Source: an optimization exercise on an open RTL-to-GDS flow (aim: small area and a short achievable clock period). Production flows keep margins and buffers that such runs may drop. Where RTL was checked, it was by simulation tests only, not by an equivalence proof against the original. Power is estimated from default activity; no workload was simulated.

==> inputs of wip/umber <==
## mp_alu
module mp_alu(
    input sys_clk,
    input sys_rst,
    input issue,
    input[2:0] tag3,
    input[2:0] func3,
    input[6:0] flag7,
    input[3:0] shift,
    input[15:0] data_in1,
    input[15:0] data_in2,
    input fwd_en1,
    input fwd_en2,
    input[15:0] fwd_data1,
    input[15:0] fwd_data2,
    output wb,
    output wb32,
    output[31:0] wb_data
);
clock: 16.0 ns
lec_check: 0
abc_area: 1
cap_margin: 20
core_margin: 2
core_utilization: 40
setup_slack_margin: 2.25
slew_margin: 20
synth_hierarchical: 1
standard.sh (not shown) runs the stock make flow with config.mk's settings and CLKGATE_MAP_FILE= SYNTH_SCRIPT=/design/flow/synth_recipe.tcl, a recipe that flattens the netlist after the stock synthesis.
==> flow/flow/run.sh <==
#!/bin/bash

export BUFFER_PORTS_ARGS="-buffer_cell sky130_fd_sc_hd__buf_2"
bash standard.sh > standard_flow.log 2>&1
==> wip/juniper: changes against wip/umber <==
--- a/flow/design.v
+++ b/flow/design.v
@@ -106,14 +106,17 @@
 wire[15:0] Bop  = sub ? ~B : addb ? B : 16'h0;
 wire[15:0] ShM  = u_mu ? 16'h0 : Sh;
 wire[15:0] Sum  = mp[15:0];    
 wire       sgn  = ar_slt | (bm_cmp & !S[0]);
 wire       lt   = (Sh[15] ^ B[15]) ? (sgn ? Sh[15] : B[15]) : Sum[15];
 reg[3:0] tt;
 always @(*)
+    if(bm_cmp)      tt = (lt ^ S[1]) ? 4'b1100 : 4'b1010;   
+    else if(ar_mov) tt = 4'b1010;                           
+    else
     case(MODE)
     3'b000:   tt = 4'b1110;
     3'b100:  tt = 4'b1000;
     3'b010:  tt = 4'b0110;
     3'b001:  tt = 4'b1101;
     3'b101: tt = 4'b0100;
     3'b011: tt = 4'b1001;
@@ -779,32 +782,29 @@
 assign mp[27] = m_p0[27] ^ m_pg335_g;
 assign mp[28] = m_p0[28] ^ m_pg336_g;
 assign mp[29] = m_p0[29] ^ m_pg337_g;
 assign mp[30] = m_p0[30] ^ m_pg338_g;
 assign mp[31] = m_p0[31] ^ m_pg339_g;
 wire sel_sum = ar_add | ar_sub | u_sh | bf | bm_pack;
 wire sel_lt  = ar_slt | ar_sltu;
-wire sel_a   = bm_cmp & (lt ^ S[1]);
-wire sel_b   = ar_mov | (bm_cmp & !(lt ^ S[1]));
+wire sel_lg  = u_lu | bm_cmp | ar_mov;
 wire mu_hi   = u_mu & MODE[2];
 wire mu_lo   = u_mu & !MODE[2];
 wire alu_zero = A == 16'h0;
 wire alu_wb   = !u_ar || (
                 MODE == 3'b101 ?  alu_zero : (
                 MODE == 3'b111 ? !alu_zero :
                 1'b1));
 wire alu_wb32 = u_ar ? !MODE[2] & (MODE[1] ^ MODE[0]) : (
                 u_mu ? !MODE[2] & (MODE[1] | MODE[0]) : 0);
 assign wb   = alu_issue && alu_wb;
 assign wb32 = alu_issue && alu_wb32;
 assign wb_data[15:0] = ({16{sel_sum | mu_lo}} & mp[15:0])
                      | {15'h0, sel_lt & lt}
-                     | ({16{sel_a}} & A)
-                     | ({16{sel_b}} & B)
-                     | ({16{u_lu}} & lg)
+                     | ({16{sel_lg}} & lg)
                      | ({16{bm_rev}} & rev)
                      | ({16{bm_clz}} & {11'h0, clz})
                      | ({16{bm_tbe}} & tbe)
                      | ({16{mu_hi}} & mp[31:16])
 ;
 assign wb_data[31:16] = {16{mu_lo}} & mp[31:16];
 endmodule
--- a/flow/config.mk
+++ b/flow/config.mk
@@ -5,10 +5,10 @@
 export SDC_FILE = /design/flow/constraint.sdc
 export NUM_CORES = 4
 export LEC_CHECK = 0
 export ABC_AREA = 1
 export CAP_MARGIN = 20
 export CORE_MARGIN = 2
 export CORE_UTILIZATION = 40
-export SETUP_SLACK_MARGIN = 2.25
+export SETUP_SLACK_MARGIN = 2.5
 export SLEW_MARGIN = 20
 export SYNTH_HIERARCHICAL = 1
==> wip/xenon: changes against wip/umber <==
--- a/flow/config.mk
+++ b/flow/config.mk
@@ -5,10 +5,10 @@
 export SDC_FILE = /design/flow/constraint.sdc
 export NUM_CORES = 4
 export LEC_CHECK = 0
 export ABC_AREA = 1
 export CAP_MARGIN = 20
 export CORE_MARGIN = 2
 export CORE_UTILIZATION = 40
-export SETUP_SLACK_MARGIN = 2.25
+export SETUP_SLACK_MARGIN = 2.5
 export SLEW_MARGIN = 20
 export SYNTH_HIERARCHICAL = 1
==> summary of the runs <==
Of wip/juniper and wip/xenon, wip/xenon has the higher synthesized cell count (gap 2.1%, measured against wip/xenon). In clock power, wip/xenon and wip/umber hardly differ. Against wip/juniper, the combinational power of wip/xenon is smaller by about 3%. Of wip/juniper and wip/xenon, wip/xenon has the higher via count (gap 3.9%, measured against wip/xenon). Routed wire length: wip/xenon > wip/umber > wip/juniper. In cell count, wip/juniper and wip/umber hardly differ. Synthesized area is the same in wip/xenon and wip/umber. Global-route usage: wip/juniper < wip/umber < wip/xenon. Worst hold slack, lowest first: wip/umber, wip/xenon, wip/juniper.

==> inputs of run E <==
Another version of the RTL of mp_alu (not shown whole).
==> flow/config.mk <==
export PLATFORM = sky130hd
export DESIGN_NAME = mp_alu
export DESIGN_NICKNAME = mp_alu
export VERILOG_FILES = /design/flow/design.v
export SDC_FILE = /design/flow/constraint.sdc
export NUM_CORES = 4
export LEC_CHECK = 0
export ABC_AREA = 1
export CAP_MARGIN = 20
export CORE_MARGIN = 2
export CORE_UTILIZATION = 40
export SETUP_SLACK_MARGIN = 1
export SLEW_MARGIN = 20
export SYNTH_HIERARCHICAL = 1
==> flow/constraint.sdc <==
create_clock -name core_clock -period 16.0 [get_ports {sys_clk}]
set_input_delay 3.2000 -clock core_clock [delete_from_list [all_inputs] [get_ports {sys_clk}]]
set_output_delay 3.2000 -clock core_clock [all_outputs]
set_load 0.01 [all_outputs]
Scripts as last shown in full above: flow/flow/run.sh
==> run B: changes against run E <==
--- a/flow/design.v
+++ b/flow/design.v
@@ -83,17 +83,16 @@
 always @(*)
     for(t = 0; t < 16; t = t + 1) bf_hi[t] = t > kb[3:0];
 wire[15:0] bf_m = (bf && !kb[4]) ? bf_hi : 16'h0;
 wire[15:0] X    = (A & ~bf_m) | ({16{sext}} & bf_m);
 wire[1:0]  kind = (u_ar | u_sh) ? MODE[2:1] : {1'b0, bm_bfx};
 wire[3:0]  K    = (u_ar | (u_sh & MODE[0]) | bm_pack) ? S : bm_cmp ? 4'd0 : B[3:0];
 wire       left = kind == 2'b00;
-wire[15:0] X1   = left ? {X[0], X[15:1]} : X;
-wire[3:0]  r    = left ? ~K : K;
-wire[15:0] r0   = r[0] ? {X1[0],    X1[15:1]} : X1;
+wire[3:0]  r    = left ? -K : K;
+wire[15:0] r0   = r[0] ? {X[0],     X[15:1]} : X;
 wire[15:0] r1   = r[1] ? {r0[1:0],  r0[15:2]} : r0;
 wire[15:0] r2   = r[2] ? {r1[3:0],  r1[15:4]} : r1;
 wire[15:0] rot  = r[3] ? {r2[7:0],  r2[15:8]} : r2;
 reg[15:0]  tk, tk_rev;
 always @(*)
     for(t = 0; t < 16; t = t + 1) begin
         tk[t] = t < K;
@@ -107,14 +106,16 @@
 wire[15:0] Bop  = sub ? ~B : addb ? B : 16'h0;
 wire[15:0] ShM  = u_mu ? 16'h0 : Sh;
 wire[15:0] Sum  = mp[15:0];    
 wire       sgn  = ar_slt | (bm_cmp & !S[0]);
 wire       lt   = (Sh[15] ^ B[15]) ? (sgn ? Sh[15] : B[15]) : Sum[15];
 reg[3:0] tt;
 always @(*)
+    if(bm_tbe) tt = 4'b0110;    
+    else
     case(MODE)
     3'b000:   tt = 4'b1110;
     3'b100:  tt = 4'b1000;
     3'b010:  tt = 4'b0110;
     3'b001:  tt = 4'b1101;
     3'b101: tt = 4'b0100;
     3'b011: tt = 4'b1001;
@@ -130,15 +131,15 @@
     clz = 5'd16;
     for(t = 0; t < 16; t = t + 1)
         if(A[t]) clz = 15 - t;
 end
 reg[15:0] rev;
 always @(*)
     for(t = 0; t < 16; t = t + 1) rev[t] = A[15 - t];
-wire[15:0] tbe = {{8{A[15:8] != B[15:8]}}, {8{A[7:0] != B[7:0]}}};
+wire[15:0] tbe = {{8{|lg[15:8]}}, {8{|lg[7:0]}}};
 wire[15:0] mx  = u_mu ? A : 16'h0;
 wire       mxu = u_mu & MODE[1] & A[15];    
 wire[16:0] my = {!MODE[0] & B[15], B};
 wire m_neg0 = mx[1] & ~(mx[0] & 1'b0);
 wire m_one0 = mx[0] ^ 1'b0;
 wire m_two0 = (mx[1] & ~mx[0] & ~1'b0) | (~mx[1] & mx[0] & 1'b0);
 wire m_neg1 = mx[3] & ~(mx[2] & mx[1]);
--- a/flow/config.mk
+++ b/flow/config.mk
@@ -5,10 +5,10 @@
 export SDC_FILE = /design/flow/constraint.sdc
 export NUM_CORES = 4
 export LEC_CHECK = 0
 export ABC_AREA = 1
 export CAP_MARGIN = 20
 export CORE_MARGIN = 2
 export CORE_UTILIZATION = 40
-export SETUP_SLACK_MARGIN = 1
+export SETUP_SLACK_MARGIN = 2.5
 export SLEW_MARGIN = 20
 export SYNTH_HIERARCHICAL = 1
==> run M: changes against run E <==
--- a/flow/config.mk
+++ b/flow/config.mk
@@ -5,10 +5,9 @@
 export SDC_FILE = /design/flow/constraint.sdc
 export NUM_CORES = 4
 export LEC_CHECK = 0
 export ABC_AREA = 1
 export CAP_MARGIN = 20
 export CORE_MARGIN = 2
 export CORE_UTILIZATION = 40
-export SETUP_SLACK_MARGIN = 1
 export SLEW_MARGIN = 20
 export SYNTH_HIERARCHICAL = 1
==> run P: changes against run E <==
--- a/flow/design.v
+++ b/flow/design.v
@@ -83,17 +83,16 @@
 always @(*)
     for(t = 0; t < 16; t = t + 1) bf_hi[t] = t > kb[3:0];
 wire[15:0] bf_m = (bf && !kb[4]) ? bf_hi : 16'h0;
 wire[15:0] X    = (A & ~bf_m) | ({16{sext}} & bf_m);
 wire[1:0]  kind = (u_ar | u_sh) ? MODE[2:1] : {1'b0, bm_bfx};
 wire[3:0]  K    = (u_ar | (u_sh & MODE[0]) | bm_pack) ? S : bm_cmp ? 4'd0 : B[3:0];
 wire       left = kind == 2'b00;
-wire[15:0] X1   = left ? {X[0], X[15:1]} : X;
-wire[3:0]  r    = left ? ~K : K;
-wire[15:0] r0   = r[0] ? {X1[0],    X1[15:1]} : X1;
+wire[3:0]  r    = left ? -K : K;
+wire[15:0] r0   = r[0] ? {X[0],     X[15:1]} : X;
 wire[15:0] r1   = r[1] ? {r0[1:0],  r0[15:2]} : r0;
 wire[15:0] r2   = r[2] ? {r1[3:0],  r1[15:4]} : r1;
 wire[15:0] rot  = r[3] ? {r2[7:0],  r2[15:8]} : r2;
 reg[15:0]  tk, tk_rev;
 always @(*)
     for(t = 0; t < 16; t = t + 1) begin
         tk[t] = t < K;
--- a/flow/config.mk
+++ b/flow/config.mk
@@ -5,10 +5,11 @@
 export SDC_FILE = /design/flow/constraint.sdc
 export NUM_CORES = 4
 export LEC_CHECK = 0
 export ABC_AREA = 1
 export CAP_MARGIN = 20
 export CORE_MARGIN = 2
 export CORE_UTILIZATION = 40
-export SETUP_SLACK_MARGIN = 1
+export SETUP_SLACK_MARGIN = 2.5
 export SLEW_MARGIN = 20
 export SYNTH_HIERARCHICAL = 1
+export TNS_END_PERCENT = 0
==> qor summary <==
| metric | run B | run E | run M | run P |
|---|---|---|---|---|
| Standard cell with the maximum stage delay on the critical path | sky130_fd_sc_hd__fa_2 | sky130_fd_sc_hd__fa_1 | sky130_fd_sc_hd__a2111oi_0 | sky130_fd_sc_hd__fa_2 |
| First DRT Iteration DRCs | 1,540 | 1,506 | 1,544 | 1,434 |
| Leakage component of the power | 7.47 nW | 7.15 nW | 7.12 nW | 7.27 nW |
| Delay of the slowest cell on the worst path | 440 ps | 630 ps | 440 ps | 630 ps |
| Inverters, non-clock | 205 | 220 | 220 | 221 |
| Clock network contribution to total cell area | 1.21% | 1.11% | 1.11% | 1.07% |
| Reported clock group power | 0.123 mW | 0.106 mW | 0.107 mW | 0.106 mW |
| Met2 track utilization from global routing | 45.7% | 47.5% | 47.5% | 48.1% |
| Fraction of final layout cells sized beyond drive strength 1 | 21.8% | 14.3% | 14.0% | 19.5% |
| Levels on crit path | 54 | 55 | 51 | 31 |
| Met3 WL post-DR | 4.82 mm | 4.94 mm | 4.71 mm | 4.50 mm |
| Outcome | timing/DRC/antenna clean | timing/DRC/antenna clean | timing/DRC/antenna clean | timing/DRC/antenna clean |
| Number of signal-net buffers in the layout | 216 | 177 | 173 | 207 |
| Post-CTS setup buffers | 16 | 0 | 0 | 6 |
| Combinational power | 1.77 mW | 1.45 mW | 1.42 mW | 1.56 mW |
| Data arrival at the endpoint of the critical path | 10,100 ps | 11,220 ps | 11,590 ps | 10,140 ps |
| Synth unique cells | 55 | 63 | 63 | 61 |
| Wire length of the first global-routing pass | 76.8 mm | 79.1 mm | 79.1 mm | 77.9 mm |
| Mean post-synth cell area | 6.84 um2 | 6.70 um2 | 6.70 um2 | 6.80 um2 |
| Post-synthesis simple-gate area fraction | 23.3% | 23.5% | 23.5% | 22.8% |
| Part of the total power dissipated in sequential elements | 5.8% | 7.0% | 7.1% | 6.6% |
| Min cycle time layout | 13,300 ps | 14,420 ps | 14,790 ps | 13,340 ps |
| Final cell area excluding filler cells | 14,700 um2 | 14,000 um2 | 13,900 um2 | 14,400 um2 |
| Worst Setup SP | fwd_en2 | fwd_en2 | fwd_en2 | fwd_en1 |
For run B, only the layout was checked, not whether the RTL still works.

port drivers added, routing unchanged:
In the flow no input, the clock included, has a driving cell. The finished layouts below were timed again as built, in two steps.
Step 1 assumes that a clkbuf_16 drives the clock port and a buf_2 every other input.
Step 2 times the ports against the registers' clock, not the clock port: input delays grow and output delays shrink by t, the midpoint of the rising clock arrivals with the driver on.
Slacks: ideal / step 1 / step 2; pairs: ideal / step 1.
| run | t (ns) | slack for setup (ns) | clock arrival spread, ns | worst register clock-pin slew, ns | worst data-port slew with drivers (ns) |
|---|---|---|---|---|---|
| wip/umber | 0.327 | 2.543 / 2.516 / 2.516 | 0.005 / 0.005 | 0.06 / 0.06 | 0.06 |
| wip/juniper | 0.321 | 2.715 / 2.627 / 2.627 | 0.005 / 0.005 | 0.06 / 0.06 | 0.08 |
| wip/xenon | 0.326 | 2.777 / 2.738 / 2.738 | 0.006 / 0.007 | 0.06 / 0.06 | 0.08 |
| run E | 0.326 | 1.584 / 1.559 / 1.559 | 0.010 / 0.010 | 0.07 / 0.07 | 0.05 |
| run B | 0.329 | 2.696 / 2.612 / 2.612 | 0.006 / 0.006 | 0.06 / 0.06 | 0.08 |
| run M | 0.325 | 1.212 / 1.189 / 1.189 | 0.009 / 0.009 | 0.07 / 0.07 | 0.05 |
| run P | 0.324 | 2.656 / 2.612 / 2.612 | 0.008 / 0.008 | 0.06 / 0.06 | 0.08 |
After both steps setup and hold are still met in every run listed. For wip/juniper, which loses most, drivers alone change the setup slack by -0.088 ns; drivers and shift together by -0.088 ns.
